This design comes from an exercise in tuning for small area and a short achievable clock period on the open sky130 flow, not from production work. RTL that was checked went through simulation tests only; none was proved equivalent to the original. Only the layout flow was run in runs 2 to 7; the RTL was not checked for function there. Power is estimated from default activity; no workload was simulated.

==> flow/design.v (outline; a module is shown in full before it is edited, if it fits) <==
// module add4rpl: 23 lines
// module addsub8: 34 lines
// module alu_log: 23 lines
// module bcd_adj: 52 lines
// module m6502alu: 81 lines
// module rg8l: 19 lines
// module rg8l2: 28 lines
// module s_reg: 41 lines
// module prog_cnt: 71 lines
// module mx81_8: 64 lines
// module adl_mux: 28 lines
// module adh_mux: 25 lines
// module op_dcd: 1148 lines
// module m6502_org: 270 lines
module m6502_org (clk, addr, dataenb, datai, datao, irq_n, nmi_n, sob_n, res_n,
   rdy, vpa, sync, we_n);
  // ...
==> flow/run.sh <==
#!/bin/bash
# synth_recipe.tcl (not shown) runs the flow's synth.tcl, then flattens the netlist and writes it again
# the make line also repeats each setting of config.mk as NAME=value (left out here)
make -C /OpenROAD-flow-scripts/flow DESIGN_CONFIG=/design/flow/config.mk WORK_HOME=/design/flow/orfs CLKGATE_MAP_FILE= SYNTH_SCRIPT=/design/flow/synth_recipe.tcl finish
==> flow/config.mk <==
export PLATFORM = sky130hd
export DESIGN_NAME = m6502_org
export DESIGN_NICKNAME = m6502_org
export VERILOG_FILES = /design/flow/design.v
export SDC_FILE = /design/flow/constraint.sdc
export NUM_CORES = 4
export LEC_CHECK = 0
export ABC_AREA = 1
export CAP_MARGIN = 20
export CORE_MARGIN = 2
export CORE_UTILIZATION = 50
export CTS_BUF_LIST = sky130_fd_sc_hd__clkbuf_8 sky130_fd_sc_hd__clkbuf_16
export SLEW_MARGIN = 20
==> flow/constraint.sdc <==
create_clock -name core_clock -period 14.0 [get_ports {clk}]
set_input_delay 2.8000 -clock core_clock [delete_from_list [all_inputs] [get_ports {clk}]]
set_output_delay 2.8000 -clock core_clock [all_outputs]
set_load 0.01 [all_outputs]
==> metrics.csv, run 1 <==
metric;value;unit
Synth top area share;25.66;%
Synth Area in Compound Gates;20.85;%
Clk network pwr share;22.2;%
comb_multi_in;1477;
Net Sw Frac;46.27;%
clk root buf;clkbuf_16;
XOR/XNOR Fraction of Synth Area;3.651;%
maximum vdd drop;0.07350;mV
drt via density;6.489;
# clk buffers;17;
FFs w/ async S/R, synth;0;%
HPWL after DPL;46470;microns
status;no timing/DRC/antenna violations;
Total Wirelength;60030;microns
Worst Setup End Kind;output pin;
top-count cell post-synth;nand2_1;
Core Rows;60;
post-synth top area cell;edfxtp_1;
most common flop cell mapped by yosys;edfxtp_1;
sequential share of the synthesized area;32.76;%
mean post-synth cell area;6.930;sq um
P_int;1.221;mW
sequential power share;32.5;%
Core Box Area;27030;sq um
peak fanout along the critical path;9;
Non-clock buffers;52;
==> module m6502_org, before the edit <==
module m6502_org (clk, addr, dataenb, datai, datao, irq_n, nmi_n, sob_n, res_n,
   rdy, vpa, sync, we_n);
input   clk;
output  [15:0] addr;
output  dataenb;
input   [7:0] datai;
output  [7:0] datao;
input   irq_n;
input   nmi_n;
input   sob_n;
input   res_n;
input   rdy;
output  vpa;
output  sync;
output  we_n;
reg  [7:0] opcode;
reg  [8:1] state;
reg  [7:0] psrl;
reg  [11:0] alu_ctl;
reg  wel_n, z_flag_f, branch_carry_f, sob_n_f;
reg  type1_calc, type2_calc, type2_write, type2_done, type3_calc;
reg  resetl, reset_proc, nmi_proc, irq_proc, irq, nmi_pend, nmi1, nmi2;
reg  [7:0] areg, xreg, yreg, sreg, dreg, jreg, kreg, lreg, hreg;
reg  [15:0] pc;
reg  syncl, vpa_r;
reg  [7:0] dsel;           
reg  [3:0] asel;           
reg  h_pc, h_alu, h_dreg, h_one;    
wire we_d_n, sreg_up, sreg_cen, opcode_ld, irq_pend;
wire type1_read, type2_read, type3_read;
wire [11:0] alu_ctl_d;
wire [2:0] alu_ld;
wire [6:0] prog_ctl;
wire [6:0] rg_load;
wire [7:0] psr_d, opcode_in;
wire [8:1] state_in;
wire [5:0] alu2op;
wire [7:0] alu_out;
reg  [7:0] alu_wr;         
op_dcd sm (.opcode(opcode), .state(state), .psrl(psrl),
   .type1_calc(type1_calc), .type2_calc(type2_calc), .type2_write(type2_write),
   .type2_done(type2_done), .type3_calc(type3_calc),
   .z_flag_f(z_flag_f), .branch_carry_f(branch_carry_f),
   .reset_proc(reset_proc), .nmi_proc(nmi_proc), .irq_proc(irq_proc),
   .nmi_pend(nmi_pend), .irq(irq), .resetl(resetl), .rdy(rdy),
   .alu2op(alu2op), .datai(datai), .sob_n(sob_n), .sob_n_f(sob_n_f),
   .syncl(syncl),
   .sync_dcd(), .vpa(), .we_d_n(we_d_n), .alu_ctl_d(alu_ctl_d),
   .alu_ld(alu_ld), .sreg_up(sreg_up), .sreg_cen(sreg_cen),
   .prog_ctl(prog_ctl), .rg_load(rg_load), .adl_sel(),
   .adh_sel(), .domux_sel(), .psr_d(),
   .type1_read(type1_read), .type2_read(type2_read), .type3_read(type3_read),
   .opcode_ld(opcode_ld), .opcode_in(opcode_in), .state_in(state_in),
   .irq_pend(irq_pend), .adh_alu());
wire [7:0] psr_d1;
op_dcd sm1 (.opcode(opcode), .state(state), .psrl(psrl),
   .type1_calc(type1_calc), .type2_calc(type2_calc), .type2_write(type2_write),
   .type2_done(type2_done), .type3_calc(type3_calc),
   .z_flag_f(z_flag_f), .branch_carry_f(branch_carry_f),
   .reset_proc(reset_proc), .nmi_proc(nmi_proc), .irq_proc(irq_proc),
   .nmi_pend(nmi_pend), .irq(irq), .resetl(resetl), .rdy(1'b1),
   .alu2op(alu2op), .datai(datai), .sob_n(sob_n), .sob_n_f(sob_n_f),
   .syncl(syncl),
   .sync_dcd(), .vpa(), .we_d_n(), .alu_ctl_d(),
   .alu_ld(), .sreg_up(), .sreg_cen(),
   .prog_ctl(), .rg_load(), .adl_sel(),
   .adh_sel(), .domux_sel(), .psr_d(psr_d1),
   .type1_read(), .type2_read(), .type3_read(),
   .opcode_ld(), .opcode_in(), .state_in(),
   .irq_pend(), .adh_alu());
wire sob_fall = ~sob_n & sob_n_f;
wire [7:0] psr_d0 = resetl ? 8'b0000_0100 : {psrl[7], psrl[6] | sob_fall, psrl[5:0]};
assign psr_d = rdy ? psr_d1 : psr_d0;
m6502alu alu (.jreg(jreg), .kreg(kreg), .alu_ctl(alu_ctl), .alu2op(alu2op),
   .alu_out(alu_out), .log_out());
wire [7:0] dataor = {8{dsel[1]}} & areg | {8{dsel[2]}} & psrl | {8{dsel[3]}} & sreg |
                    {8{dsel[4]}} & xreg | {8{dsel[5]}} & yreg | {8{dsel[6]}} & pc[15:8] |
                    {8{dsel[7]}} & pc[7:0];
wire dsel_alu = dsel[0];
wire [2:0] domux_s1;
op_dcd s1d (.opcode(opcode), .state(8'b0000_0001), .psrl(psrl),
   .type1_calc(1'b0), .type2_calc(1'b0), .type2_write(1'b0),
   .type2_done(1'b0), .type3_calc(1'b0),
   .z_flag_f(1'b0), .branch_carry_f(1'b0),
   .reset_proc(1'b0), .nmi_proc(1'b0), .irq_proc(1'b0),
   .nmi_pend(1'b0), .irq(1'b0), .resetl(1'b0), .rdy(1'b0),
   .alu2op(6'b0), .datai(8'h00), .sob_n(1'b1), .sob_n_f(1'b1),
   .syncl(1'b0),
   .sync_dcd(), .vpa(), .we_d_n(), .alu_ctl_d(),
   .alu_ld(), .sreg_up(), .sreg_cen(),
   .prog_ctl(), .rg_load(), .adl_sel(),
   .adh_sel(), .domux_sel(domux_s1), .psr_d(),
   .type1_read(), .type2_read(), .type3_read(),
   .opcode_ld(), .opcode_in(), .state_in(),
   .irq_pend(), .adh_alu());
wire [7:0] dsel_s1 = 8'b1 << domux_s1;
wire [7:0] dataor_s1 = {8{dsel_s1[1]}} & areg | {8{dsel_s1[2]}} & psrl | {8{dsel_s1[3]}} & sreg |
                       {8{dsel_s1[4]}} & xreg | {8{dsel_s1[5]}} & yreg | {8{dsel_s1[6]}} & pc[15:8] |
                       {8{dsel_s1[7]}} & pc[7:0];
wire [7:0] dataol = state[1] ? (dsel_s1[0] ? alu_out : dataor_s1) : dsel_alu ? alu_out : dataor;
wire reset_proc_n = resetl ? 1'b1 : state[6] ? 1'b0 : reset_proc;
wire irq_proc_n = (irq_pend & syncl & rdy) ? 1'b1 : (state[6] | resetl) ? 1'b0 : irq_proc;
wire nmi_proc_n = (nmi_pend & syncl & rdy) ? 1'b1 : (state[6] | resetl) ? 1'b0 : nmi_proc;
wire nmi_pend_n = (~nmi2 & nmi1) ? 1'b1 : (nmi_proc | resetl) ? 1'b0 : nmi_pend;
wire [11:0] alu_ctl_n = rdy ? alu_ctl_d : alu_ctl;
wire wel_n_n = rdy ? we_d_n : wel_n;
wire z_flag_f_n = rdy ? alu2op[1] : z_flag_f;
wire branch_carry_f_n = rdy ? alu2op[2] : branch_carry_f;
wire type1_calc_n = rdy ? type1_read : type1_calc;
wire type2_done_n = rdy ? type2_write : type2_done;
wire type2_write_n = rdy ? type2_calc : type2_write;
wire type2_calc_n = rdy ? type2_read : type2_calc;
wire type3_calc_n = rdy ? type3_read : type3_calc;
wire sob_n_f_n = rdy ? sob_n : sob_n_f;
wire [8:1] state_n = rdy ? state_in : state;
wire [7:0] opcode_n = opcode_ld ? opcode_in : opcode;
wire [7:0] areg_n = rg_load[0] ? dataol : areg;
wire [7:0] dreg_n = rg_load[1] ? datai : rg_load[2] ? dataol : dreg;
wire [7:0] xreg_n = rg_load[4] ? dataol : xreg;
wire [7:0] yreg_n = rg_load[5] ? dataol : yreg;
wire [7:0] lreg_n = rg_load[6] ? alu_out : lreg;
wire [7:0] jreg_n = alu_ld[0] ? datai : alu_ld[1] ? dataol : jreg;
wire [7:0] kreg_n = alu_ld[2] ? datai : kreg;
wire [7:0] sreg_n = resetl ? 8'h00 : rg_load[3] ? dataol :
                    sreg_cen ? (sreg_up ? sreg + 8'd1 : sreg - 8'd1) : sreg;
wire [7:0] cntil = prog_ctl[6:5] == 2'b10 ? 8'hFC :
                   prog_ctl[6:5] == 2'b01 ? 8'hFA :
                   prog_ctl[6:5] == 2'b11 ? 8'hFE :
                   prog_ctl[4] ? alu_out : hreg;
wire [7:0] cntih = prog_ctl[6:5] != 2'b00 ? 8'hFF :
                   prog_ctl[3] ? datai : dataol;
wire [15:0] pc_n = resetl ? 16'hFFFC :
                   (prog_ctl[2] | prog_ctl[4]) ? {cntih, cntil} :
                   prog_ctl[0] ? pc + 16'd1 : pc;
wire [7:0] hreg_n = resetl ? 8'hFC : prog_ctl[1] ? (prog_ctl[3] ? datai : alu_out) : hreg;
wire ld1 = syncl | resetl;
wire sync_a, vpa_a, sync_f, vpa_f;
wire [1:0] adl_sel_a, adl_sel_f;
wire [3:0] adh_sel_a, adh_sel_f;
wire [2:0] domux_sel_a, domux_sel_f;
op_dcd nxa (.opcode(opcode), .state({state[7:1], 1'b0}), .psrl(psr_d1),
   .type1_calc(type1_read), .type2_calc(type2_read), .type2_write(type2_calc),
   .type2_done(type2_write), .type3_calc(type3_read),
   .z_flag_f(alu2op[1]), .branch_carry_f(alu2op[2]),
   .reset_proc(1'b0), .nmi_proc(1'b0), .irq_proc(1'b0),
   .nmi_pend(1'b0), .irq(1'b0), .resetl(1'b0), .rdy(1'b0),
   .alu2op(6'b0), .datai(8'h00), .sob_n(1'b1), .sob_n_f(1'b1),
   .syncl(1'b0),
   .sync_dcd(sync_a), .vpa(vpa_a), .we_d_n(), .alu_ctl_d(),
   .alu_ld(), .sreg_up(), .sreg_cen(),
   .prog_ctl(), .rg_load(), .adl_sel(adl_sel_a),
   .adh_sel(adh_sel_a), .domux_sel(domux_sel_a), .psr_d(),
   .type1_read(), .type2_read(), .type3_read(),
   .opcode_ld(), .opcode_in(), .state_in(),
   .irq_pend(), .adh_alu());
op_dcd nxf (.opcode(opcode_in), .state(8'b0000_0001), .psrl(psr_d1),
   .type1_calc(type1_read), .type2_calc(type2_read), .type2_write(type2_calc),
   .type2_done(type2_write), .type3_calc(type3_read),
   .z_flag_f(alu2op[1]), .branch_carry_f(alu2op[2]),
   .reset_proc(1'b0), .nmi_proc(1'b0), .irq_proc(1'b0),
   .nmi_pend(1'b0), .irq(1'b0), .resetl(1'b0), .rdy(1'b0),
   .alu2op(6'b0), .datai(8'h00), .sob_n(1'b1), .sob_n_f(1'b1),
   .syncl(1'b0),
   .sync_dcd(sync_f), .vpa(vpa_f), .we_d_n(), .alu_ctl_d(),
   .alu_ld(), .sreg_up(), .sreg_cen(),
   .prog_ctl(), .rg_load(), .adl_sel(adl_sel_f),
   .adh_sel(adh_sel_f), .domux_sel(domux_sel_f), .psr_d(),
   .type1_read(), .type2_read(), .type3_read(),
   .opcode_ld(), .opcode_in(), .state_in(),
   .irq_pend(), .adh_alu());
wire sync_n1 = ld1 ? sync_f : sync_a;
wire vpa_n1 = ld1 ? vpa_f : vpa_a;
wire [1:0] adl_sel_n1 = ld1 ? adl_sel_f : adl_sel_a;
wire [3:0] adh_sel_n1 = ld1 ? adh_sel_f : adh_sel_a;
wire [2:0] domux_sel_n1 = ld1 ? 3'b000 : domux_sel_a;
wire sync_b, vpa_b;
wire [1:0] adl_sel_b;
wire [3:0] adh_sel_b;
wire [2:0] domux_sel_b;
op_dcd brk (.opcode(8'h00), .state(state), .psrl(psrl),
   .type1_calc(type1_calc), .type2_calc(type2_calc), .type2_write(type2_write),
   .type2_done(type2_done), .type3_calc(type3_calc),
   .z_flag_f(z_flag_f), .branch_carry_f(branch_carry_f),
   .reset_proc(1'b0), .nmi_proc(1'b0), .irq_proc(1'b0),
   .nmi_pend(1'b0), .irq(1'b0), .resetl(1'b0), .rdy(1'b0),
   .alu2op(6'b0), .datai(8'h00), .sob_n(1'b1), .sob_n_f(1'b1),
   .syncl(1'b0),
   .sync_dcd(sync_b), .vpa(vpa_b), .we_d_n(), .alu_ctl_d(),
   .alu_ld(), .sreg_up(), .sreg_cen(),
   .prog_ctl(), .rg_load(), .adl_sel(adl_sel_b),
   .adh_sel(adh_sel_b), .domux_sel(domux_sel_b), .psr_d(),
   .type1_read(), .type2_read(), .type3_read(),
   .opcode_ld(), .opcode_in(), .state_in(),
   .irq_pend(), .adh_alu());
wire vpa_nx = rdy ? vpa_n1 : vpa_b;
wire [2:0] domux_sel_nx = rdy ? domux_sel_n1 : domux_sel_b;
wire [1:0] adl_sel_nx = rdy ? adl_sel_n1 : adl_sel_b;
wire [3:0] adh_sel_nx = rdy ? adh_sel_n1 : adh_sel_b;
wire bv2 = state[2] & opcode[7:6] == 2'b01 & opcode[4:0] == 5'b10000;
wire sync_n0 = bv2 ? psr_d0[6] ^ opcode[5] : syncl;
wire [7:0] wr_dcd = 8'b1 << alu_ctl_d[10:8];
wire [7:0] wr_lbp = alu_ctl_d[7] ? kreg : alu_ctl_d[6] ? wr_dcd : 8'h00;
wire [7:0] wr_lb = alu_ctl_d[11] ? ~wr_lbp : wr_lbp;
reg  [7:0] wr_log;
always @* begin
   case (alu_ctl_d[1:0])
   2'b00: wr_log = jreg & wr_lb;
   2'b01: wr_log = jreg | wr_lb;
   2'b10: wr_log = jreg ^ wr_lb;
   default: wr_log = ~jreg & wr_lb;
   endcase
end
wire [7:0] alu_wr_n = (rdy & alu_ctl_d[2]) ? (alu_ctl_d[5] ? 8'h00 : wr_log) : alu_out;
wire [7:0] alu_adr = jreg + {7'b0, alu_ctl[4]};
wire [7:0] addrl = {8{asel[0]}} & pc[7:0] | {8{asel[1]}} & dreg | {8{asel[2]}} & sreg |
                   {8{asel[3]}} & lreg;
wire [7:0] addrh;
assign addrh[0] = h_pc & pc[8] | h_alu & alu_adr[0] | h_dreg & dreg[0] | h_one;
assign addrh[7:1] = {7{h_pc}} & pc[15:9] | {7{h_alu}} & alu_adr[7:1] | {7{h_dreg}} & dreg[7:1];
assign addr = {addrh, addrl};
assign datao = dsel_alu ? alu_wr : dataor;
assign we_n = wel_n;
assign dataenb = ~wel_n;
assign sync = syncl;
assign vpa = vpa_r;
always @(posedge clk) begin
   psrl <= psr_d;
   reset_proc <= reset_proc_n;
   irq_proc <= irq_proc_n;
   nmi_proc <= nmi_proc_n;
   resetl <= ~res_n;
   irq <= ~irq_n;
   nmi_pend <= nmi_pend_n;
   nmi2 <= nmi1;
   nmi1 <= ~nmi_n;
   alu_ctl <= alu_ctl_n;
   wel_n <= wel_n_n;
   z_flag_f <= z_flag_f_n;
   branch_carry_f <= branch_carry_f_n;
   type1_calc <= type1_calc_n;
   type2_done <= type2_done_n;
   type2_write <= type2_write_n;
   type2_calc <= type2_calc_n;
   type3_calc <= type3_calc_n;
   sob_n_f <= sob_n_f_n;
   state <= state_n;
   opcode <= opcode_n;
   areg <= areg_n;
   dreg <= dreg_n;
   xreg <= xreg_n;
   yreg <= yreg_n;
   lreg <= lreg_n;
   jreg <= jreg_n;
   kreg <= kreg_n;
   sreg <= sreg_n;
   pc <= pc_n;
   hreg <= hreg_n;
   syncl <= rdy ? sync_n1 : resetl ? sync_b : sync_n0;
   if (rdy | resetl) begin
      vpa_r <= vpa_nx;
      dsel <= 8'b1 << domux_sel_nx;
      asel <= 4'b1 << adl_sel_nx;
      h_pc <= adh_sel_nx == 4'b0000;
      h_alu <= adh_sel_nx[3];
      h_dreg <= adh_sel_nx[2];
      h_one <= adh_sel_nx[0];
   end
   alu_wr <= alu_wr_n;
end
endmodule
==> inputs of run 2 (changes only) <==
--- a/flow/design.v
+++ b/flow/design.v
@@ -1864,3 +1864,2 @@
 wire [7:0] alu_wr_n = (rdy & alu_ctl_d[2]) ? (alu_ctl_d[5] ? 8'h00 : wr_log) : alu_out;
-wire [7:0] alu_adr = jreg + {7'b0, alu_ctl[4]};
 wire [7:0] addrl = {8{asel[0]}} & pc[7:0] | {8{asel[1]}} & dreg | {8{asel[2]}} & sreg |
@@ -1876,2 +1875,4 @@
 assign vpa = vpa_r;
+reg  [7:0] alu_adr;
+wire [7:0] alu_adr_n = rdy ? datai + {7'b0, alu2op[3]} : alu_adr;
 always @(posedge clk) begin
@@ -1919,2 +1920,3 @@
    alu_wr <= alu_wr_n;
+   alu_adr <= alu_adr_n;
 end
--- a/flow/config.mk
+++ b/flow/config.mk
@@ -11,3 +11,2 @@
 export CORE_UTILIZATION = 50
-export CTS_BUF_LIST = sky130_fd_sc_hd__clkbuf_8 sky130_fd_sc_hd__clkbuf_16
 export SLEW_MARGIN = 20
==> metrics.csv, run 2 <==
metric;value;unit;change
status;no timing/DRC/antenna violations;;
commonest non-fill, non-tap cell in the layout;nand2_1;;
die area;29360;sq um;
max reg flops;16;;
CTS sink count;175;;
Tcrit/Tclk final;38.52;%;
H-tree levels;4;;
Synth warnings;3;;
Synth area leaders;edfxtp_1 27%, nand2_1 13%, dfxtp_1 7.0%;;
Synth top area share;27.02;%;+1.4 points
CP required;14.36;ns;
Clk pin slew, worst setup/hold paths;0.09;ns;
crit start category;flip-flop;;
slowest stage delay, CP;0.76;ns;
worst slack, placed;8.331;ns;
Worst EP arrival;5.75;ns;
Core Box Area;27710;sq um;+2.5%
Die H;171.4;microns;
Core Rows;61;;+1.7%
adder-cell area share of the yosys netlist;3.806;%;
Tmin final;5.393;ns;
largest net degree at the start of global routing;51;;
Slew Viols, Final;0;;
Leak;6.772;nW;
DR iter-0 viols;2298;;
Die Wd;171.4;microns;
antenna viol nets, final;0;;
Hold Crit Class;flip-flop to flip-flop;;
grt total ovfl;0;;
fmax;185.4;MHz;
most instantiated cells after synthesis;479 x nand2_1, 248 x nor2_1, 241 x inv_1;;
# diodes;0;;
num ports;42;;
number of buffers added on ports;41;;
peak fanout along the critical path;14;;+5
Slew headroom;22.35;%;
first-pass GRT wire length;88890;microns;
Synth Net Count;2043;;
Cells after Synth;1987;;
TritonRoute pass-1 iters;6;;
total track usage;41.47;%;
drt via density;6.354;;-2.1%
clk buf depth;2;;
mean post-synth cell area;7.048;sq um;+1.7%
Layout Skew;0.02259;ns;
Hold Slack;0.4321;ns;
Cell variety after synth;73;;
initial antenna violation count;0;;
type of the worst setup path;flip-flop to flip-flop;;
CTS tree;built;;
crit path max-delay cell type;edfxtp_1;;
Final Hold Vio Count;0;;
most used cell, CP;nand2_1;;
final worst slack;8.607;ns;
clk root buf;clkbuf_16;;
mux contribution to synthesized area;0;%;
P&R area growth vs syn;9.462;%;
post-CTS setup buffer count;0;;
Top Registers;pc (16), alu_ctl (12);;
Remaining DRCs;0;;
post_cts resized;0;;
Total Wirelength;60320;microns;+0.48%
Starting Density;50.54;%;
Final TNS setup;0;ns;
HPWL after DPL;47610;microns;+2.5%
nets;2057;;
cts hold-fix bufs;0;;
Clock Latency Late Sink;0.46;ns;
Seq cells post-synth;175;;
largest family of logic cells by synthesized area;simple AND/OR/NAND/NOR gates;;
Synth Area in Compound Gates;19.27;%;-1.6 points
total CTS buffers;17;;
commonest cells after routing, fill and taps aside;479 x nand2_1, 248 x nor2_1, 241 x inv_1;;
most common flop cell mapped by yosys;edfxtp_1;;
max-cap violations;0;;
FFs w/ async S/R, synth;0;%;unchanged
top-count cell post-synth;nand2_1;;
Synth Area in Simple Gates;29.24;%;
post-synth top area cell;edfxtp_1;;
Routability Congestion;1.074;;
PwrDens;152.4;nW/um^2;
number of global-route vias before repair;14130;;
maximum vdd drop;0.1035;mV;+41%
Mapped Area;14000;sq um;
wire per inst;25.22;microns;
XOR/XNOR Fraction of Synth Area;4.298;%;+0.65 points
Worst Max-Slew Pin Slew;1.160;ns;
routed via count;15200;;
Post-synth EDFFs;126;;
Worst Setup End Kind;flip-flop;;
ratio of cells with drive above 1 in the final layout;7.249;%;
RSZ-0062 raised after global routing;false;;
sequential share of the synthesized area;34.02;%;+1.3 points
final setup fails;0;;
register name with the most flops;pc;;
## run 2: where the power goes
group | total, mW | switching (mW) | internal (mW)
logic | 1.02 | 0.682 | 0.335
clock network | 0.513 | 0.264 | 0.249
registers | 0.806 | 0.129 | 0.677
## run 2: kinds of logic (layout without fill, tap and decap cells)
group           count (synthesis)  in the layout
flops                         175            175
xor+xnor                       67             67
fa+ha+maj                      42             42
compound gates                415            415
buf+inv                       332            359
simple gates                  956            956
## run 2: worst paths after layout
| check | startpoint | endpoint | slack (ns) | cells past startpoint |
|---|---|---|---|---|
| max | alu_ctl[0] | pc[14] | 8.61 | 30 |
| min | nmi1 | nmi2 | 0.43 | 0 |
| max reg2reg | alu_ctl[0] | pc[14] | 8.61 | 30 |
| min reg2reg | nmi1 | nmi2 | 0.43 | 0 |
## run 2: layout make-up
class / count / area (sq um)
Clock buffer: 17 / 425.4
Clock inverter: 15 / 198.9
Fill cell: 2754 / 12380
Inverter: 274 / 1036
Multi-Input combinational cell: 1480 / 7935
Sequential cell: 175 / 4765
Tap cell: 378 / 473.0
Timing Repair Buffer: 53 / 495.5
## run 2: metal layers
| metal | GRT usage [%] | share of wire [%] | routed length [microns] |
|---|---|---|---|
| met5 | 0 | 0 | 0 |
| met3 | 8.836 | 11 | 6919 |
| met2 | 61.13 | 42 | 25140 |
| met4 | 25.17 | 6.9 | 4152 |
| met1 | 55.72 | 40 | 24100 |
## run 2: worst max-delay path: cells and delay by family, from the launching register on
kind            cells  cell delay [ns]
buf+inv             4             0.52
flops               1             0.76
fa+ha+maj           3             0.65
simple gates       19             2.30
compound gates      3             0.77
xor+xnor            1             0.26
## run 2: stage by stage
step	power [mW]	cell area (sq um)	utilization [%]	cells
3_3_place_gp	1.773	14700	53.05	2360
3_5_place_dp	1.788	14700	53.05	2360
6_report	2.336	15330	55.33	2392
4_1_cts	2.297	15320	55.30	2392
2_1_floorplan	1.416	14000	-	1987
5_1_grt	2.455	15330	55.33	2392
==> inputs of run 3 (changes only) <==
--- a/flow/design.v
+++ b/flow/design.v
@@ -1706,2 +1706,3 @@
 wire [7:0] psr_d1;
+wire [6:0] prog_ctl1;     
 op_dcd sm1 (.opcode(opcode), .state(state), .psrl(psrl),
@@ -1716,3 +1717,3 @@
    .alu_ld(), .sreg_up(), .sreg_cen(),
-   .prog_ctl(), .rg_load(), .adl_sel(),
+   .prog_ctl(prog_ctl1), .rg_load(), .adl_sel(),
    .adh_sel(), .domux_sel(), .psr_d(psr_d1),
@@ -1782,5 +1783,7 @@
                    prog_ctl[3] ? datai : dataol;
-wire [15:0] pc_n = resetl ? 16'hFFFC :
-                   (prog_ctl[2] | prog_ctl[4]) ? {cntih, cntil} :
-                   prog_ctl[0] ? pc + 16'd1 : pc;
+wire [15:0] pc_n1 = resetl ? 16'hFFFC :
+                    (prog_ctl1[2] | prog_ctl[4]) ? {cntih, cntil} :
+                    prog_ctl1[0] ? pc + 16'd1 : pc;
+wire [15:0] pc_n0 = resetl ? 16'hFFFC : prog_ctl[4] ? {cntih, cntil} : pc;
+wire [15:0] pc_n = rdy ? pc_n1 : pc_n0;
 wire [7:0] hreg_n = resetl ? 8'hFC : prog_ctl[1] ? (prog_ctl[3] ? datai : alu_out) : hreg;
--- a/flow/config.mk
+++ b/flow/config.mk
@@ -10,3 +10,3 @@
 export CORE_MARGIN = 2
-export CORE_UTILIZATION = 50
+export CORE_UTILIZATION = 40
 export SLEW_MARGIN = 20
==> metrics.csv, run 3 <==
metric;value;unit;change
Net Sw Frac;43.26;%;-2.8 points
Final Hold Vio Count;0;;unchanged
TritonRoute pass-1 iters;6;;unchanged
antenna viol nets, final;0;;unchanged
Total Wirelength;63140;microns;+4.7%
Die H;191.3;microns;+12%
crit path max-delay cell type;nor2_2;;
Remaining DRCs;0;;unchanged
RSZ-0062 raised after global routing;false;;
maximum vdd drop;0.1083;mV;+4.7%
type of the worst setup path;input port to flip-flop;;
HPWL after DPL;49920;microns;+4.8%
Die Wd;191.3;microns;+12%
Cells after Synth;1964;;-1.2%
die area;36580;sq um;+25%
Comb power frac;41.9;%;-1.6 points
Starting Density;40.61;%;-9.9 points
net switching power figure;910.5;uW;-15%
max reg flops;16;;unchanged
commonest non-fill, non-tap cell in the layout;nand2_1;;
worst hold endpoint;nmi2;;
Design Area, Final;15420;sq um;+0.60%
most common flop cell mapped by yosys;edfxtp_1;;
most used cell, CP;inv_1;;
WHS Path Cells;0;;unchanged
PwrDens;136.5;nW/um^2;-10%
# fillers;3677;;+34%
Synth Net Count;2020;;-1.1%
num ports;42;;unchanged
P&R area growth vs syn;9.928;%;
clk root buf;clkbuf_16;;
Clk network pwr share;22.4;%;+0.4 points
Tmin final;5.503;ns;+0.1095 ns
Leak;6.637;nW;-2.0%
Final TNS setup;0;ns;unchanged
H-tree levels;4;;unchanged
FFs w/ async S/R, synth;0;%;unchanged
Hold Slack;0.3584;ns;-0.07369 ns
Core Box Area;34540;sq um;+25%
Cell variety after synth;71;;-2.7%
DR iter-0 viols;1935;;-16%
Slew Viols, Final;0;;unchanged
CP top delay family;buffers and inverters;;
drt via density;6.113;;-3.8%
post-synth top area cell;edfxtp_1;;
slowest stage delay, CP;0.58;ns;-0.18 ns
status;no timing/DRC/antenna violations;;
nets;2033;;-1.2%
Buf/Inv on CP;5;;+1
routed via count;14950;;-1.6%
largest net degree at the start of global routing;50;;-2.0%
peak fanout along the critical path;49;;+35
area of the multi-input gates;7814;sq um;-1.5%
R2R Path Start;opcode[5];;
cts hold-fix bufs;0;;unchanged
Non-Filler Instances;2446;;+2.3%
most instantiated cells after synthesis;430 x nand2_1, 248 x inv_1, 241 x nor2_1;;
CTS sink count;175;;unchanged
Synth area leaders;edfxtp_1 30%, nand2_1 12%, inv_1 6.6%;;
CTS tree;built;;
P_int;1.194;mW;-5.3%
mean post-synth cell area;7.142;sq um;+1.3%
Worst Min Path Start;nmi1;;
fmax;181.7;MHz;-2.0%
RR Endpoint;alu_wr[7];;
Seq cells post-synth;175;;unchanged
sequential share of the synthesized area;35.11;%;+1.1 points
initial antenna violation count;1;;+1
Mapped Area;14030;sq um;+0.17%
Worst EP arrival;5.69;ns;-0.06 ns
FF+latch area;4925;sq um;+3.4%
total CTS buffers;17;;unchanged
Post-synth EDFFs;142;;+13%
clk buf depth;2;;unchanged
Top Registers;pc (16), alu_ctl (12);;
final worst slack;8.497;ns;-0.1095 ns
Clk pin slew, worst setup/hold paths;0.07;ns;-0.02 ns
Worst Setup End Kind;flip-flop;;
flop2flop setup slack;8.80;ns;+0.19 ns
Clock Latency Late Sink;0.46;ns;about the same
Routability Congestion;1.090;;+1.4%
post_cts resized;0;;unchanged
crit path cell chain;buf_2 > buf_4 > inv_1 > nor2_1 > inv_1 > nor2_2 > inv_1 > nor2_1 > a31oi_1;;
post-CTS setup buffer count;0;;unchanged
CP required;14.19;ns;-0.17 ns
Slew headroom;23.70;%;+1.4 points
commonest cells after routing, fill and taps aside;430 x nand2_1, 248 x inv_1, 241 x nor2_1;;
Tcrit/Tclk final;39.31;%;+0.78 points
sequential power share;35.6;%;+1.1 points
wire per inst;25.81;microns;+2.4%
placed insts;2413;;+2.2%
worst slack, placed;8.041;ns;-0.2896 ns
Synth warnings;3;;unchanged
number of global-route vias before repair;14180;;+0.35%
Synth top area share;30.40;%;+3.4 points
Worst Max-Slew Pin Slew;1.139;ns;-0.02059 ns
Hold Crit Class;flip-flop to flip-flop;;
max-cap violations;0;;unchanged
number of buffers added on ports;41;;unchanged
FF-to-FF path depth;21;;-30%
placed cell area;14840;sq um;+0.99%
total track usage;34.75;%;-6.7 points
final setup fails;0;;unchanged
grt total ovfl;0;;unchanged
Layout Skew;0.01649;ns;-0.006093 ns
Core Rows;68;;+11%
top-count cell post-synth;nand2_1;;
register name with the most flops;pc;;
crit start category;input port;;
first-pass GRT wire length;92920;microns;+4.5%
ratio of cells with drive above 1 in the final layout;7.035;%;-0.21 points
run 3: cell types whose count changed after synthesis, moves of 7 or more:
cell | before | now
dfxtp_1 | 49 | 33
nand2_1 | 479 | 430
nor4_1 | 9 | 20
nand3_1 | 99 | 118
nor2_1 | 248 | 241
inv_1 | 241 | 248
a21oi_1 | 72 | 86
o2111ai_1 | 28 | 15
edfxtp_1 | 126 | 142
a22oi_1 | 14 | 7
a221oi_1 | 23 | 30
o211ai_1 | 24 | 14
run 3: stage by stage:
stage / power, mW / util, %
after global placement: 1.616 / 42.94
after CTS: 2.092 / 44.61
after global routing: 2.229 / 44.63
after detailed placement: 1.621 / 42.97
final: 2.105 / 44.64
after floorplan: 1.312 / -
run 3: worst max path at each step:
stage	from	to	slack, ns	cells past startpoint
floorplan	rdy	pc[0]	9.16	7
global placement	rdy	asel[2]	8.21	11
detailed placement	rdy	asel[2]	8.04	11
CTS	rdy	pc[6]	8.52	9
global route	rdy	asel[0]	8.31	11
finish	rdy	pc[6]	8.50	9
run 3: cells by family (layout without fill, tap and decap cells):
logic type	count (synthesis)	after routing	share of synthesized area (%)
buffers and inverters	336	362	9.393
AND/OR/NAND/NOR	930	930	28.74
other	0	1	0
flip-flops	175	175	35.11
XOR/XNOR	67	67	4.183
AO/OA/AOI/OAI	414	414	18.78
adder cells (fa/ha/maj)	42	42	3.800
run 3: power groups by stage:
stage / Clock (mW) / Sequential (mW) / Combinational, mW
after floorplan: 0 / 0.708 / 0.604
after global placement: 0 / 0.759 / 0.857
after detailed placement: 0 / 0.757 / 0.864
after CTS: 0.477 / 0.746 / 0.869
after global routing: 0.492 / 0.754 / 0.982
final: 0.472 / 0.750 / 0.883
run 3: layout make-up:
class	instances	share of cell area, %
sequential	175	31.94
clock buffer	19	2.872
timing repair buffer	53	3.213
multi-input combinational	1453	50.67
antenna	1	0.01623
clock inverter	13	0.8033
inverter	277	6.792
tap	455	3.692
run 3: worst reg2reg max path, delay by kind of cell, from the launching register on:
| kind | cells | cell delay (ns) |
|---|---|---|
| AO/OA/AOI/OAI | 7 | 1.47 |
| adder cells (fa/ha/maj) | 1 | 0.54 |
| AND/OR/NAND/NOR | 10 | 1.93 |
| flip-flops | 1 | 0.64 |
| buffers and inverters | 3 | 0.49 |
run 3: layer usage:
layer | global-route usage, % | wire, microns | vias up | part of all wire [%]
met2 | 54.11 | 27820 | 914 | 44
met4 | 19.11 | 3789 | 0 | 6.0
met1 | 46.19 | 26030 | 7120 | 41
met3 | 5.251 | 5493 | 174 | 8.7
met5 | 0 | 0 | - | 0
li1 | - | - | 6745 | -
==> inputs of run 4 (changes only) <==
--- a/flow/design.v
+++ b/flow/design.v
@@ -1689,2 +1689,3 @@
 wire [7:0] alu_out;
+wire [7:0] log_out;
 reg  [7:0] alu_wr;         
@@ -1726,3 +1727,3 @@
 m6502alu alu (.jreg(jreg), .kreg(kreg), .alu_ctl(alu_ctl), .alu2op(alu2op),
-   .alu_out(alu_out), .log_out());
+   .alu_out(alu_out), .log_out(log_out));
 wire [7:0] dataor = {8{dsel[1]}} & areg | {8{dsel[2]}} & psrl | {8{dsel[3]}} & sreg |
@@ -1790,2 +1791,4 @@
 wire ld1 = syncl | resetl;
+wire [7:0] psr_s = {psrl[7], psrl[6] | sob_fall, psrl[5:0]};
+wire z_log = alu_ctl[5] | ~|log_out;
 wire sync_a, vpa_a, sync_f, vpa_f;
@@ -1794,6 +1797,6 @@
 wire [2:0] domux_sel_a, domux_sel_f;
-op_dcd nxa (.opcode(opcode), .state({state[7:1], 1'b0}), .psrl(psr_d1),
+op_dcd nxa (.opcode(opcode), .state({state[7:1], 1'b0}), .psrl(psr_s),
    .type1_calc(type1_read), .type2_calc(type2_read), .type2_write(type2_calc),
    .type2_done(type2_write), .type3_calc(type3_read),
-   .z_flag_f(alu2op[1]), .branch_carry_f(alu2op[2]),
+   .z_flag_f(z_log), .branch_carry_f(alu2op[2]),
    .reset_proc(1'b0), .nmi_proc(1'b0), .irq_proc(1'b0),
==> metrics.csv, run 4 <==
metric;value;unit;change
GR Layer Usage met2;54.83;%;+0.72 points
RR Endpoint;alu_wr[6];;
RSZ-0062 raised after global routing;false;;
HPWL after DPL;52340;microns;+4.9%
total CTS buffers;17;;unchanged
status;no timing/DRC/antenna violations;;
Comb power frac;44.0;%;+2.1 points
Worst Setup End Kind;output pin;;
fmax;182.3;MHz;+0.34%
maximum vdd drop;0.08607;mV;-21%
num ports;42;;unchanged
max reg flops;16;;unchanged
post_cts resized;0;;unchanged
register name with the most flops;pc;;
Synth Net Count;2161;;+7.0%
Core Rows;70;;+2.9%
P_int;1.246;mW;+4.3%
global routing usage on met3;5.364;%;+0.11 points
Worst Min Path Start;nmi1;;
Worst EP arrival;2.68;ns;-3.01 ns
Seq cells post-synth;175;;unchanged
Net Sw Frac;45.21;%;+2.0 points
Core Box Area;36430;sq um;+5.5%
crit start category;flip-flop;;
CTS tree;built;;
routed via count;15540;;+3.9%
Mapped Area;14710;sq um;+4.9%
wire per inst;25.38;microns;-1.7%
Leak;7.309;nW;+10%
top-count cell post-synth;nand2_1;;
Synth area leaders;edfxtp_1 29%, nand2_1 14%, inv_1 6.8%;;
Cells after Synth;2105;;+7.2%
nets;2170;;+6.7%
Total Wirelength;65850;microns;+4.3%
Slew Viols, Final;0;;unchanged
drt via density;5.987;;-2.1%
most instantiated cells after synthesis;550 x nand2_1, 265 x inv_1, 220 x nor2_1;;
grt total ovfl;0;;unchanged
Clk network pwr share;22.2;%;-0.2 points
peak fanout along the critical path;15;;-69%
total track usage;34.69;%;-0.056 points
Clk pin slew, worst setup/hold paths;0.08;ns;about the same
P&R area growth vs syn;9.502;%;
Die Wd;195.8;microns;+2.4%
Final TNS setup;0;ns;unchanged
commonest cells after routing, fill and taps aside;550 x nand2_1, 265 x inv_1, 220 x nor2_1;;
number of global-route vias before repair;14820;;+4.5%
Worst Max-Slew Pin Slew;1.059;ns;-0.08020 ns
Slew headroom;28.66;%;+5.0 points
Layout Skew;0.02093;ns;+0.004435 ns
clk buf depth;2;;unchanged
post-CTS setup buffer count;0;;unchanged
worst hold endpoint;nmi2;;
CTS sink count;175;;unchanged
antenna viol nets, final;0;;unchanged
most common flop cell mapped by yosys;edfxtp_1;;
Top Registers;pc (16), alu_ctl (12);;
initial antenna violation count;0;;-1
Final Hold Vio Count;0;;unchanged
Die H;195.8;microns;+2.4%
number of buffers added on ports;41;;unchanged
Routability Congestion;1.009;;-7.4%
GR peak layer;met2;;
Synth warnings;3;;unchanged
type of the worst setup path;flip-flop to output pin;;
Post-synth EDFFs;143;;+0.70%
cts hold-fix bufs;0;;unchanged
Remaining DRCs;0;;unchanged
commonest non-fill, non-tap cell in the layout;nand2_1;;
sequential power share;33.8;%;-1.8 points
Tmin final;5.484;ns;-0.01878 ns
Hold Crit Class;flip-flop to flip-flop;;
Clock Latency Late Sink;0.46;ns;about the same
clk root buf;clkbuf_16;;
net switching power figure;1.028;mW;+13%
sequential share of the synthesized area;33.55;%;-1.6 points
Tcrit/Tclk final;39.17;%;-0.13 points
final worst slack;8.516;ns;+0.01878 ns
first-pass GRT wire length;97460;microns;+4.9%
# diodes;0;;-1
R2R Path Start;opcode[4];;
TritonRoute pass-1 iters;6;;unchanged
worst slack, placed;8.646;ns;+0.6045 ns
largest net degree at the start of global routing;56;;+12%
flop2flop setup slack;8.81;ns;about the same
WHS Path Cells;0;;unchanged
mean post-synth cell area;6.988;sq um;-2.2%
ratio of cells with drive above 1 in the final layout;9.121;%;+2.1 points
met1 Resource Use GR;47.09;%;+0.90 points
DR iter-0 viols;1930;;-0.26%
die area;38320;sq um;+4.8%
H-tree levels;4;;unchanged
Synth top area share;29.19;%;-1.2 points
PwrDens;141.2;nW/um^2;+3.5%
max-cap violations;0;;unchanged
FF-to-FF path depth;16;;-24%
Cell variety after synth;73;;+2.8%
Starting Density;40.37;%;-0.24 points
final setup fails;0;;unchanged
CP required;11.20;ns;-2.99 ns
post-synth top area cell;edfxtp_1;;
FFs w/ async S/R, synth;0;%;unchanged
run 4: changes by cell type after synthesis, sizes merged, moves of 7 or more:
cell,change
inv,+23
o221ai,-10
nand2,+141
xnor2,+7
xor2,-16
nor2,-9
a21oi,+10
nand3,+40
o21ai,-25
a221oi,-12
buf,+7
run 4: area by class of cell:
cell class	count	area (sq um)
timing repair buffer	51	480.5
clock buffer	17	425.4
multi-input combinational	1567	8343
inverter	302	1141
tap	468	585.6
clock inverter	15	196.4
fill	3855	20330
sequential	175	4935
run 4: routing by layer:
metal | share of wire [%] | up-vias | wire length (microns)
li1 | - | 7090 | -
met2 | 44 | 944 | 29210
met4 | 4.7 | 0 | 3106
met5 | 0 | - | 0
met1 | 42 | 7356 | 27410
met3 | 9.3 | 147 | 6119
run 4: cells by family (layout without fill, tap and decap cells):
group                    Yosys count  count (layout)  synth area share (%)
adder cells (fa/ha/maj)           42              42                 3.624
AO/OA/AOI/OAI                    364             364                 15.55
flip-flops                       175             175                 33.55
buffers and inverters            363             385                 9.935
AND/OR/NAND/NOR                 1103            1103                 33.71
XOR/XNOR                          58              58                 3.632
run 4: how the worst max path moves through the flow:
stage | start | endpoint | slack, ns | cells after the start
global placement | rdy | pc[7] | 8.67 | 9
global route | dsel[0] | datao[6] | 8.43 | 4
CTS | dsel[0] | datao[6] | 8.58 | 4
detailed placement | rdy | pc[7] | 8.65 | 9
floorplan | rdy | pc[0] | 8.81 | 8
finish | dsel[0] | datao[6] | 8.52 | 4
run 4: critical path: stages, from the launching register on:
cell and delay [ns]:
edfxtp_1 0.90, clkinv_1 0.49, nand2_1 0.27, nand2_1 0.07
clkdlybuf4s50_1 0.49
run 4: power by group through the flow:
stage                     sequential (mW)  combinational, mW  clock [mW]
after floorplan                     0.716              0.695           0
after global routing                0.775               1.10       0.529
after detailed placement            0.776              0.982           0
final                               0.770               1.00       0.504
after global placement              0.777              0.975           0
after CTS                           0.765              0.988       0.510
run 4: metrics by stage:
stage	utilization (%)	hold slack [ns]	instance area [sq um]	power, mW	cells
floorplan	-	0.3308	14710	1.411	2105
global placement	42.45	0.3351	15470	1.752	2563
detailed placement	42.47	0.3380	15470	1.758	2563
CTS	44.18	0.3541	16100	2.263	2595
global route	44.21	0.3751	16110	2.409	2595
finish	44.21	0.3524	16110	2.275	2595
==> inputs of run 5 (changes only) <==
--- a/flow/config.mk
+++ b/flow/config.mk
@@ -8,5 +8,5 @@
 export ABC_AREA = 1
-export CAP_MARGIN = 20
+export CAP_MARGIN = 50
 export CORE_MARGIN = 2
 export CORE_UTILIZATION = 40
-export SLEW_MARGIN = 20
+export SLEW_MARGIN = 50
==> metrics.csv, run 5 <==
metric;value;unit;change
status;no timing/DRC/antenna violations;;
H-tree levels;4;;unchanged
Core Rows;70;;unchanged
Top Registers;pc (16), alu_ctl (12);;
top-count cell post-synth;nand2_1;;
type of the worst setup path;flip-flop to output pin;;
Layout Skew;0.01602;ns;-0.004904 ns
PwrDens;140.6;nW/um^2;-0.42%
Worst EP arrival;2.63;ns;-0.05 ns
DR iter-0 viols;1970;;+2.1%
Synth Net Count;2161;;unchanged
Die H;195.8;microns;unchanged
crit start category;flip-flop;;
Seq cells post-synth;175;;unchanged
most instantiated cells after synthesis;550 x nand2_1, 265 x inv_1, 220 x nor2_1;;
max reg flops;16;;unchanged
ratio of cells with drive above 1 in the final layout;9.624;%;+0.50 points
post-synth top area cell;edfxtp_1;;
placed cell area;15560;sq um;+0.57%
most common flop cell mapped by yosys;edfxtp_1;;
FFs w/ async S/R, synth;0;%;unchanged
Slew Viols, Final;0;;unchanged
Cells after Synth;2105;;unchanged
slowest stage delay, CP;0.56;ns;-0.34 ns
Synth area leaders;edfxtp_1 29%, nand2_1 14%, inv_1 6.8%;;
Remaining DRCs;0;;unchanged
mean post-synth cell area;6.988;sq um;unchanged
number of buffers added on ports;41;;unchanged
fmax;184.2;MHz;+1.0%
Worst Max-Slew Pin Slew;0.7583;ns;-0.3006 ns
WHS Path Cells;0;;unchanged
initial antenna violation count;0;;unchanged
Cell variety after synth;73;;unchanged
CP required;11.20;ns;about the same
Leak;7.310;nW;about the same
Core Box Area;36430;sq um;unchanged
commonest cells after routing, fill and taps aside;549 x nand2_1, 264 x inv_1, 217 x nor2_1;;
max-cap violations;0;;unchanged
CTS sink count;175;;unchanged
CTS tree;built;;
Tmin final;5.429;ns;-0.05507 ns
largest net degree at the start of global routing;56;;unchanged
routed via count;15690;;+1.0%
total track usage;34.71;%;about the same
antenna viol nets, final;0;;unchanged
clk root buf;clkbuf_16;;
Worst Setup End Kind;output pin;;
Design Area, Final;16190;sq um;+0.52%
clk buf depth;2;;unchanged
P&R area growth vs syn;10.07;%;
Final TNS setup;0;ns;unchanged
wire per inst;25.43;microns;+0.22%
crit path max-delay cell type;a221oi_1;;
Post-synth EDFFs;143;;unchanged
die area;38320;sq um;unchanged
Synth warnings;3;;unchanged
Starting Density;40.37;%;unchanged
Tcrit/Tclk final;38.78;%;-0.39 points
peak fanout along the critical path;5;;-10
Routability Congestion;1.009;;unchanged
Clk pin slew, worst setup/hold paths;0.06;ns;-0.02 ns
HPWL after DPL;52580;microns;+0.46%
Mapped Area;14710;sq um;unchanged
grt total ovfl;0;;unchanged
post_cts resized;0;;unchanged
TritonRoute pass-1 iters;6;;unchanged
total CTS buffers;17;;unchanged
num ports;42;;unchanged
RSZ-0062 raised after global routing;false;;
Hold Crit Class;flip-flop to flip-flop;;
post-CTS setup buffer count;0;;unchanged
Final Hold Vio Count;0;;unchanged
maximum vdd drop;0.1080;mV;+25%
final setup fails;0;;unchanged
sequential share of the synthesized area;33.55;%;unchanged
crit path cell chain;inv_1 > o211ai_1 > a221oi_1 > a31o_2 > nand2_1 > clkdlybuf4s50_1;;
first-pass GRT wire length;97390;microns;about the same
nets;2174;;+0.18%
Synth top area share;29.19;%;unchanged
number of global-route vias before repair;14840;;+0.16%
cts hold-fix bufs;0;;unchanged
Slew headroom;48.73;%;+20 points
Die Wd;195.8;microns;unchanged
Clock Latency Late Sink;0.45;ns;about the same
commonest non-fill, non-tap cell in the layout;nand2_1;;
Total Wirelength;66090;microns;+0.37%
FF-to-FF path depth;24;;+8
register name with the most flops;pc;;
drt via density;6.038;;+0.86%
[run 5: power by group]
part	internal (mW)	switching, mW
clock	0.281	0.218
combinational	0.332	0.680
sequential	0.671	0.0950
[run 5: path summary, 6_finish.rpt]
kind | startpoint | end | slack, ns
hold reg to reg | nmi1 | nmi2 | 0.35
hold / removal | nmi1 | nmi2 | 0.35
setup reg to reg | opcode[5] | sreg[7] | 9.01
setup / recovery | dsel[1] | datao[0] | 8.57
[run 5: metal layers]
| layer | wire (microns) | share of wire (%) | GRT usage, % | vias up |
|---|---|---|---|---|
| met2 | 29170 | 44 | 54.64 | 963 |
| met3 | 6160 | 9.3 | 6.223 | 169 |
| li1 | - | - | - | 7090 |
| met5 | 0 | 0 | 0 | - |
| met4 | 3309 | 5.0 | 15.40 | 0 |
| met1 | 27460 | 42 | 46.73 | 7472 |
[run 5: cell type report]
cell class	count	area, sq um
fillers	3859	20240
clock buffers	18	429.2
flip-flops and latches	175	4935
repair buffers	55	518.0
well taps	468	585.6
clock inverters	13	165.2
inverters	302	1141
multi-input cells	1567	8414
diodes	1	2.502
[run 5: cells by family (layout without fill, tap and decap cells)]
| kind of cell | Yosys count | count (layout) | share of synthesized area, % |
|---|---|---|---|
| fa+ha+maj | 42 | 42 | 3.624 |
| flops | 175 | 175 | 33.55 |
| other cells | 0 | 1 | 0 |
| xor+xnor | 58 | 58 | 3.632 |
| simple gates | 1103 | 1103 | 33.71 |
| compound gates | 364 | 364 | 15.55 |
| buf+inv | 363 | 388 | 9.935 |
[run 5: through the flow]
stage / hold slack (ns) / total power [mW] / util (%) / worst slack [ns] / std cells
finish: 0.3526 / 2.277 / 44.44 / 8.571 / 2599
global route: 0.3717 / 2.405 / 44.43 / 8.483 / 2598
CTS: 0.3554 / 2.256 / 44.35 / 8.696 / 2597
detailed placement: 0.3427 / 1.761 / 42.72 / 8.656 / 2566
global placement: 0.3351 / 1.752 / 42.45 / 8.665 / 2563
floorplan: 0.3308 / 1.411 / - / 8.805 / 2105
[run 5: worst max-delay path, delay by kind of cell (launching register included)]
kind,cells,cell delay (ns)
AO/OA/AOI/OAI,3,0.95
buffers and inverters,2,0.67
flip-flops,1,0.50
AND/OR/NAND/NOR,1,0.06
==> inputs of run 6 (changes only) <==
--- a/flow/design.v
+++ b/flow/design.v
@@ -1677,2 +1677,3 @@
 reg  [7:0] dsel;           
+reg  dsel_reg_o;           
 reg  [3:0] asel;           
@@ -1707,3 +1708,2 @@
 wire [7:0] psr_d1;
-wire [6:0] prog_ctl1;     
 op_dcd sm1 (.opcode(opcode), .state(state), .psrl(psrl),
@@ -1718,3 +1718,3 @@
    .alu_ld(), .sreg_up(), .sreg_cen(),
-   .prog_ctl(prog_ctl1), .rg_load(), .adl_sel(),
+   .prog_ctl(), .rg_load(), .adl_sel(),
    .adh_sel(), .domux_sel(), .psr_d(psr_d1),
@@ -1784,7 +1784,5 @@
                    prog_ctl[3] ? datai : dataol;
-wire [15:0] pc_n1 = resetl ? 16'hFFFC :
-                    (prog_ctl1[2] | prog_ctl[4]) ? {cntih, cntil} :
-                    prog_ctl1[0] ? pc + 16'd1 : pc;
-wire [15:0] pc_n0 = resetl ? 16'hFFFC : prog_ctl[4] ? {cntih, cntil} : pc;
-wire [15:0] pc_n = rdy ? pc_n1 : pc_n0;
+wire [15:0] pc_n = resetl ? 16'hFFFC :
+                   (prog_ctl[2] | prog_ctl[4]) ? {cntih, cntil} :
+                   prog_ctl[0] ? pc + 16'd1 : pc;
 wire [7:0] hreg_n = resetl ? 8'hFC : prog_ctl[1] ? (prog_ctl[3] ? datai : alu_out) : hreg;
@@ -1876,3 +1874,3 @@
 assign addr = {addrh, addrl};
-assign datao = dsel_alu ? alu_wr : dataor;
+assign datao = dsel_reg_o ? dataor : alu_wr;
 assign we_n = wel_n;
@@ -1919,2 +1917,3 @@
       dsel <= 8'b1 << domux_sel_nx;
+      dsel_reg_o <= domux_sel_nx != 3'b000;
       asel <= 4'b1 << adl_sel_nx;
--- a/flow/config.mk
+++ b/flow/config.mk
@@ -8,5 +8,5 @@
 export ABC_AREA = 1
-export CAP_MARGIN = 50
+export CAP_MARGIN = 20
 export CORE_MARGIN = 2
 export CORE_UTILIZATION = 40
-export SLEW_MARGIN = 50
+export SLEW_MARGIN = 20
==> metrics.csv, run 6 <==
metric;value;unit;change
max-cap violations;0;;unchanged
CTS tree;built;;
cts hold-fix bufs;0;;unchanged
most instantiated cells after synthesis;555 x nand2_1, 235 x inv_1, 219 x nor2_1;;
Clock Latency Late Sink;0.47;ns;+0.02 ns
Seq cells post-synth;176;;+0.57%
Die H;193.9;microns;-0.97%
most common flop cell mapped by yosys;edfxtp_1;;
P_int;1.280;mW;-0.28%
register name with the most flops;pc;;
die area;37580;sq um;-1.9%
routed via count;15550;;-0.90%
Layout Skew;0.01909;ns;+0.003065 ns
final worst slack;8.560;ns;-0.01088 ns
clk buf depth;2;;unchanged
total track usage;34.18;%;-0.52 points
Tmin final;5.440;ns;+0.01088 ns
Worst EP arrival;2.64;ns;about the same
wire per inst;25.29;microns;-0.53%
largest net degree at the start of global routing;35;;-38%
number of buffers added on ports;41;;unchanged
CTS sink count;176;;+0.57%
Worst Setup End Kind;output pin;;
Core Rows;69;;-1.4%
Slew Viols, Final;0;;unchanged
Mapped Area;14420;sq um;-2.0%
maximum vdd drop;0.1052;mV;-2.5%
Routability Congestion;1.039;;+2.9%
Synth top area share;26.66;%;-2.5 points
H-tree levels;4;;unchanged
crit start category;flip-flop;;
ratio of cells with drive above 1 in the final layout;8.108;%;-1.5 points
DR iter-0 viols;2097;;+6.4%
Post-synth EDFFs;128;;-10%
commonest cells after routing, fill and taps aside;555 x nand2_1, 235 x inv_1, 219 x nor2_1;;
Synth warnings;3;;unchanged
Top Registers;pc (16), alu_ctl (12);;
Design Area, Final;15750;sq um;-2.7%
worst slack, placed;8.479;ns;-0.1769 ns
antenna viol nets, final;0;;unchanged
Remaining DRCs;0;;unchanged
Hold Slack;0.3538;ns;+0.001234 ns
fin util;44.29;%;-0.15 points
Leak;7.084;nW;-3.1%
max reg flops;16;;unchanged
Hold Crit Class;flip-flop to flip-flop;;
commonest non-fill, non-tap cell in the layout;nand2_1;;
first-pass GRT wire length;95620;microns;-1.8%
Comb power frac;44.9;%;+0.4 points
type of the worst setup path;flip-flop to output pin;;
critical path launch point;dsel[3];;
P&R area growth vs syn;9.259;%;
Clk pin slew, worst setup/hold paths;0.07;ns;about the same
R2R Path Start;alu_ctl[0];;
FFs w/ async S/R, synth;0;%;unchanged
Synth Net Count;2147;;-0.65%
nets;2152;;-1.0%
TritonRoute pass-1 iters;6;;unchanged
sequential share of the synthesized area;33.32;%;-0.23 points
Tcrit/Tclk final;38.86;%;+0.078 points
post_cts resized;0;;unchanged
top-count cell post-synth;nand2_1;;
mean post-synth cell area;6.896;sq um;-1.3%
sequential power share;34.5;%;+0.9 points
Worst Min Path Start;nmi1;;
initial antenna violation count;1;;+1
Core Box Area;35570;sq um;-2.4%
CP required;11.20;ns;about the same
# diodes;0;;-1
total CTS buffers;17;;unchanged
Worst Max-Slew Pin Slew;1.037;ns;+0.2784 ns
Starting Density;40.54;%;+0.17 points
post-synth top area cell;edfxtp_1;;
Cell variety after synth;72;;-1.4%
number of global-route vias before repair;14630;;-1.5%
net switching power figure;1.089;mW;+9.7%
Final Hold Vio Count;0;;unchanged
placed cell area;15170;sq um;-2.5%
Final TNS setup;0;ns;unchanged
HPWL after DPL;51390;microns;-2.3%
num ports;42;;unchanged
drt via density;6.051;;+0.21%
fmax;183.8;MHz;-0.20%
Total Wirelength;65010;microns;-1.6%
grt total ovfl;0;;unchanged
status;no timing/DRC/antenna violations;;
peak fanout along the critical path;6;;+1
Cells after Synth;2091;;-0.67%
RSZ-0062 raised after global routing;false;;
Clk network pwr share;20.5;%;-1.4 points
clk root buf;clkbuf_16;;
post-CTS setup buffer count;0;;unchanged
Die Wd;193.9;microns;-0.97%
Net Sw Frac;45.96;%;+2.4 points
PwrDens;150.4;nW/um^2;+6.9%
Slew headroom;30.25;%;-18 points
final setup fails;0;;unchanged
Synth area leaders;edfxtp_1 27%, nand2_1 14%, dfxtp_1 6.7%;;
run 6: cell types whose count changed in the layout (fill, tap and decap cells not counted), sizes merged, moves of 6 or more:
cell	previous run	this run
a21oi	98	83
o22ai	22	11
edfxtp	143	128
inv	300	279
nand4	21	28
nor2	244	237
nand3	164	158
mux2	0	7
a221oi	20	27
dfxtp	32	48
o21ai	131	157
run 6: final timing paths:
kind / endpoint / slack (ns) / cells after the start
worst max-delay path: datao[5] / 8.56 / 6
worst min register to register: nmi2 / 0.35 / 0
worst min-delay path: nmi2 / 0.35 / 0
worst max register to register: dreg[7] / 9.05 / 26
run 6: per-stage QoR:
stage | power [mW] | std cells
global placement | 1.853 | 2538
global route | 2.499 | 2570
detailed placement | 1.854 | 2538
finish | 2.369 | 2570
floorplan | 1.465 | 2091
CTS | 2.341 | 2570
run 6: logic make-up (layout without fill, tap and decap cells):
logic type | after synthesis | count (layout) | synth area share (%)
muxes | 7 | 7 | 0.5467
buffers and inverters | 342 | 360 | 9.415
DFF | 176 | 176 | 33.32
adders and majority gates | 42 | 42 | 3.697
and+or+nand+nor | 1090 | 1090 | 33.19
xor gates and xnor gates | 56 | 56 | 3.584
AOI/OAI and AO/OA | 378 | 378 | 16.24
run 6: power groups by stage:
| stage | sequential [mW] | combinational (mW) | clock, mW |
|---|---|---|---|
| after floorplan | 0.736 | 0.729 | 0 |
| after global placement | 0.821 | 1.03 | 0 |
| after detailed placement | 0.819 | 1.04 | 0 |
| after CTS | 0.808 | 1.04 | 0.490 |
| after global routing | 0.820 | 1.17 | 0.505 |
| final | 0.818 | 1.06 | 0.487 |
run 6: worst max-delay path, cell delays in order, from the launching register on:
cell and delay, ns:
edfxtp_1 0.43, inv_1 0.19, o21ai_0 0.10, a221oi_1 0.46
nand4_1 0.21, mux2_2 0.31, clkdlybuf4s50_1 0.47
run 6: routing by layer:
layer | GRT usage [%] | vias up | share of wire (%)
li1 | - | 7064 | -
met1 | 46.57 | 7280 | 41
met2 | 51.36 | 1019 | 42
met3 | 6.627 | 187 | 11
met4 | 17.93 | 2 | 5.6
met5 | 0 | - | 0.018
run 6: cell type report:
cell class                 count  area [sq um]
fill                        3733         19820
clock buffer                  19         454.2
sequential                   176          4805
timing repair buffer          51         480.5
multi-input combinational   1573          8272
clock inverter                13         116.4
inverter                     277          1050
tap                          461         576.8
==> inputs of run 7 (changes only) <==
--- a/flow/design.v
+++ b/flow/design.v
@@ -1708,2 +1708,3 @@
 wire [7:0] psr_d1;
+wire [6:0] prog_ctl1;     
 op_dcd sm1 (.opcode(opcode), .state(state), .psrl(psrl),
@@ -1718,3 +1719,3 @@
    .alu_ld(), .sreg_up(), .sreg_cen(),
-   .prog_ctl(), .rg_load(), .adl_sel(),
+   .prog_ctl(prog_ctl1), .rg_load(), .adl_sel(),
    .adh_sel(), .domux_sel(), .psr_d(psr_d1),
@@ -1784,5 +1785,6 @@
                    prog_ctl[3] ? datai : dataol;
-wire [15:0] pc_n = resetl ? 16'hFFFC :
-                   (prog_ctl[2] | prog_ctl[4]) ? {cntih, cntil} :
-                   prog_ctl[0] ? pc + 16'd1 : pc;
+wire pc_en = resetl | prog_ctl[0] | prog_ctl[2] | prog_ctl[4];
+wire pc_ld = prog_ctl1[2] | prog_ctl[4];
+wire [15:0] pc_d = resetl ? 16'hFFFC : pc_ld ? {cntih, cntil} : pc + 16'd1;
+wire [15:0] pc_n = pc_en ? pc_d : pc;
 wire [7:0] hreg_n = resetl ? 8'hFC : prog_ctl[1] ? (prog_ctl[3] ? datai : alu_out) : hreg;
--- a/flow/config.mk
+++ b/flow/config.mk
@@ -10,3 +10,3 @@
 export CORE_MARGIN = 2
-export CORE_UTILIZATION = 40
+export CORE_UTILIZATION = 50
 export SLEW_MARGIN = 20
==> metrics.csv, run 7 <==
metric;value;unit;change
status;no timing/DRC/antenna violations;;
adder-cell area share of the yosys netlist;3.647;%;-0.050 points
antenna viol nets, final;0;;unchanged
ratio of cells with drive above 1 in the final layout;8.234;%;+0.13 points
Cells after Synth;2067;;-1.1%
Top Registers;pc (16), alu_ctl (12);;
Synth top area share;29.58;%;+2.9 points
Synth Area in Simple Gates;31.05;%;-2.1 points
top-count cell post-synth;nand2_1;;
Worst EP arrival;2.47;ns;-0.17 ns
Synth warnings;3;;unchanged
XOR/XNOR Fraction of Synth Area;4.254;%;+0.67 points
max-cap violations;0;;unchanged
fin util;55.10;%;+11 points
sequential share of the synthesized area;33.97;%;+0.65 points
mux contribution to synthesized area;0.5393;%;-0.0074 points
Synth Net Count;2123;;-1.1%
initial antenna violation count;0;;-1
CTS tree;built;;
wire per inst;24.47;microns;-3.3%
CTS sink count;176;;unchanged
Clk pin slew, worst setup/hold paths;0.07;ns;about the same
nets;2132;;-0.93%
register name with the most flops;pc;;
Hold Slack;0.3575;ns;+0.003645 ns
post_cts resized;0;;unchanged
total track usage;39.57;%;+5.4 points
crit start category;flip-flop;;
Worst Max-Slew Pin Slew;1.136;ns;+0.09960 ns
Clock Latency Late Sink;0.46;ns;about the same
Worst Setup End Kind;output pin;;
CP required;11.20;ns;about the same
DR iter-0 viols;2260;;+7.8%
Slew Viols, Final;0;;unchanged
Die H;175.0;microns;-9.7%
routed via count;15400;;-1.0%
first-pass GRT wire length;89540;microns;-6.4%
number of global-route vias before repair;14410;;-1.5%
H-tree levels;4;;unchanged
most common flop cell mapped by yosys;edfxtp_1;;
Mapped Area;14620;sq um;+1.4%
Synth area leaders;edfxtp_1 30%, nand2_1 14%, inv_1 6.8%;;
final setup fails;0;;unchanged
RSZ-0062 raised after global routing;false;;
Design Area, Final;15860;sq um;+0.65%
die area;30620;sq um;-19%
Post-synth EDFFs;144;;+13%
drt via density;6.225;;+2.9%
area of the multi-input gates;8177;sq um;-1.1%
Slew headroom;23.28;%;-7.0 points
peak fanout along the critical path;8;;+2
mean post-synth cell area;7.071;sq um;+2.5%
P&R area growth vs syn;8.483;%;
Non-Filler Instances;2473;;-3.8%
max reg flops;16;;unchanged
Starting Density;50.79;%;+10 points
HPWL after DPL;47200;microns;-8.2%
post-CTS setup buffer count;0;;unchanged
FF+latch area;4965;sq um;+3.3%
Leak;7.086;nW;about the same
Synth Area in Compound Gates;16.41;%;+0.17 points
number of buffers added on ports;41;;unchanged
most instantiated cells after synthesis;538 x nand2_1, 265 x inv_1, 219 x nor2_1;;
clk root buf;clkbuf_16;;
num ports;42;;unchanged
Die Wd;175.0;microns;-9.7%
clk buf depth;2;;unchanged
Remaining DRCs;0;;unchanged
Tcrit/Tclk final;37.63;%;-1.2 points
commonest cells after routing, fill and taps aside;538 x nand2_1, 265 x inv_1, 218 x nor2_1;;
fmax;189.8;MHz;+3.2%
PwrDens;144.6;nW/um^2;-3.9%
# diodes;0;;unchanged
# fillers;2868;;-23%
Hold Crit Class;flip-flop to flip-flop;;
Seq cells post-synth;176;;unchanged
Tmin final;5.269;ns;-0.1711 ns
Cell variety after synth;79;;+9.7%
largest net degree at the start of global routing;53;;+51%
grt total ovfl;0;;unchanged
Total Wirelength;60520;microns;-6.9%
Layout Skew;0.02039;ns;+0.001302 ns
Final TNS setup;0;ns;unchanged
placed insts;2441;;-3.8%
cts hold-fix bufs;0;;unchanged
commonest non-fill, non-tap cell in the layout;nand2_1;;
FFs w/ async S/R, synth;0;%;unchanged
maximum vdd drop;0.09123;mV;-13%
placed cell area;15270;sq um;+0.61%
largest family of logic cells by synthesized area;simple AND/OR/NAND/NOR gates;;
post-synth top area cell;edfxtp_1;;
TritonRoute pass-1 iters;6;;unchanged
Final Hold Vio Count;0;;unchanged
Core Box Area;28780;sq um;-19%
total CTS buffers;17;;unchanged
flop2flop setup slack;9.00;ns;-0.05 ns
type of the worst setup path;flip-flop to output pin;;
Routability Congestion;1.028;;-1.0%
Core Rows;62;;-10%
## run 7: cell types whose count changed after synthesis, moves of 15 or more
cell      change
edfxtp_1     +16
nand2_1      -17
dfxtp_1      -16
inv_1        +30
o22ai_1      +15
o21ai_1      -15
nand3_1      -36
## run 7: final cells by class
cell class / instances / share of cell area [%]
clock buffers: 19 / 2.730
multi-input cells: 1520 / 51.57
repair buffers: 52 / 3.077
inverters: 309 / 7.338
well taps: 384 / 3.030
flip-flops and latches: 176 / 31.31
clock inverters: 13 / 0.9469
## run 7: critical path, stage by stage (launching register included)
cell	delay, ns
edfxtp_1	0.52
a22o_1	0.28
a221oi_1	0.27
nand4_1	0.16
mux2_2	0.32
clkdlybuf4s50_1	0.48
## run 7: per-layer routing
| layer | part of all wire (%) | global-route usage [%] | vias to the layer above | routed length (microns) |
|---|---|---|---|---|
| li1 | - | - | 6965 | - |
| met1 | 40 | 53.18 | 7140 | 23930 |
| met3 | 12 | 10.66 | 205 | 7515 |
| met4 | 5.9 | 20.42 | 0 | 3562 |
| met2 | 42 | 58.43 | 1085 | 25510 |
| met5 | 0 | 0 | - | 0 |
## run 7: cells by family (layout without fill, tap and decap cells)
group,after synthesis,after routing
buffers and inverters,371,393
and+or+nand+nor,1029,1029
muxes,7,7
DFF,176,176
xor gates and xnor gates,65,65
AOI/OAI and AO/OA,377,377
adders and majority gates,42,42
## run 7: worst paths after layout
path         startpoint  endpoint  cells after the start
min                nmi1      nmi2                      0
max reg2reg  alu_ctl[0]    pc[15]                     28
max             dsel[2]  datao[2]                      5
min reg2reg        nmi1      nmi2                      0
## run 7: report_power, final
group | internal [mW] | switching (mW) | leakage, nW
Clock | 0.267 | 0.222 | 0.278
Combinational | 0.337 | 0.672 | 5.09
Sequential | 0.685 | 0.110 | 1.72
## run 7: stage by stage
| stage | total power [mW] | setup slack [ns] |
|---|---|---|
| detailed placement | 1.772 | 8.404 |
| finish | 2.292 | 8.731 |
| global route | 2.414 | 8.515 |
| CTS | 2.259 | 8.742 |
| floorplan | 1.433 | 9.367 |
| global placement | 1.756 | 8.504 |

## separate check: timing with driven ports
In the flow no input, the clock included, has a driving cell. The finished layouts below were timed again as built, in two steps. Step 1 assumes that a clkbuf_16 drives the clock port and a buf_2 every other input. Step 2 also shifts input and output timing later by t, the mid clock arrival at the registers, as if the neighbouring blocks saw the same clock. a / b / c = ideal ports / drivers / drivers and shift; a / b = the first two.
run	shift t [ns]	setup slack, ns	worst hold slack (ns)	worst setup path after step 2	latest minus earliest clock arrival (ns)
run 1	0.498	8.518 / 8.467 / 8.390	0.360 / 0.360 / 0.360	input to register	0.025 / 0.025
run 2	0.504	8.607 / 8.607 / 8.234	0.432 / 0.432 / 0.432	input to register	0.024 / 0.023
run 3	0.500	8.497 / 8.527 / 8.027	0.358 / 0.358 / 0.358	input to register	0.017 / 0.016
run 4	0.506	8.516 / 8.461 / 8.545	0.352 / 0.352 / 0.352	input to register	0.021 / 0.021
run 5	0.498	8.571 / 8.515 / 8.432	0.353 / 0.353 / 0.353	input to register	0.017 / 0.016
run 6	0.518	8.560 / 8.503 / 8.384	0.354 / 0.354 / 0.354	input to register	0.019 / 0.019
run 7	0.503	8.731 / 8.676 / 8.292	0.357 / 0.357 / 0.357	input to register	0.020 / 0.020
After both steps every run listed still meets setup and hold. The setup slack of run 3, which loses most, moves by +0.030 ns with the drivers and by -0.470 ns with both steps.
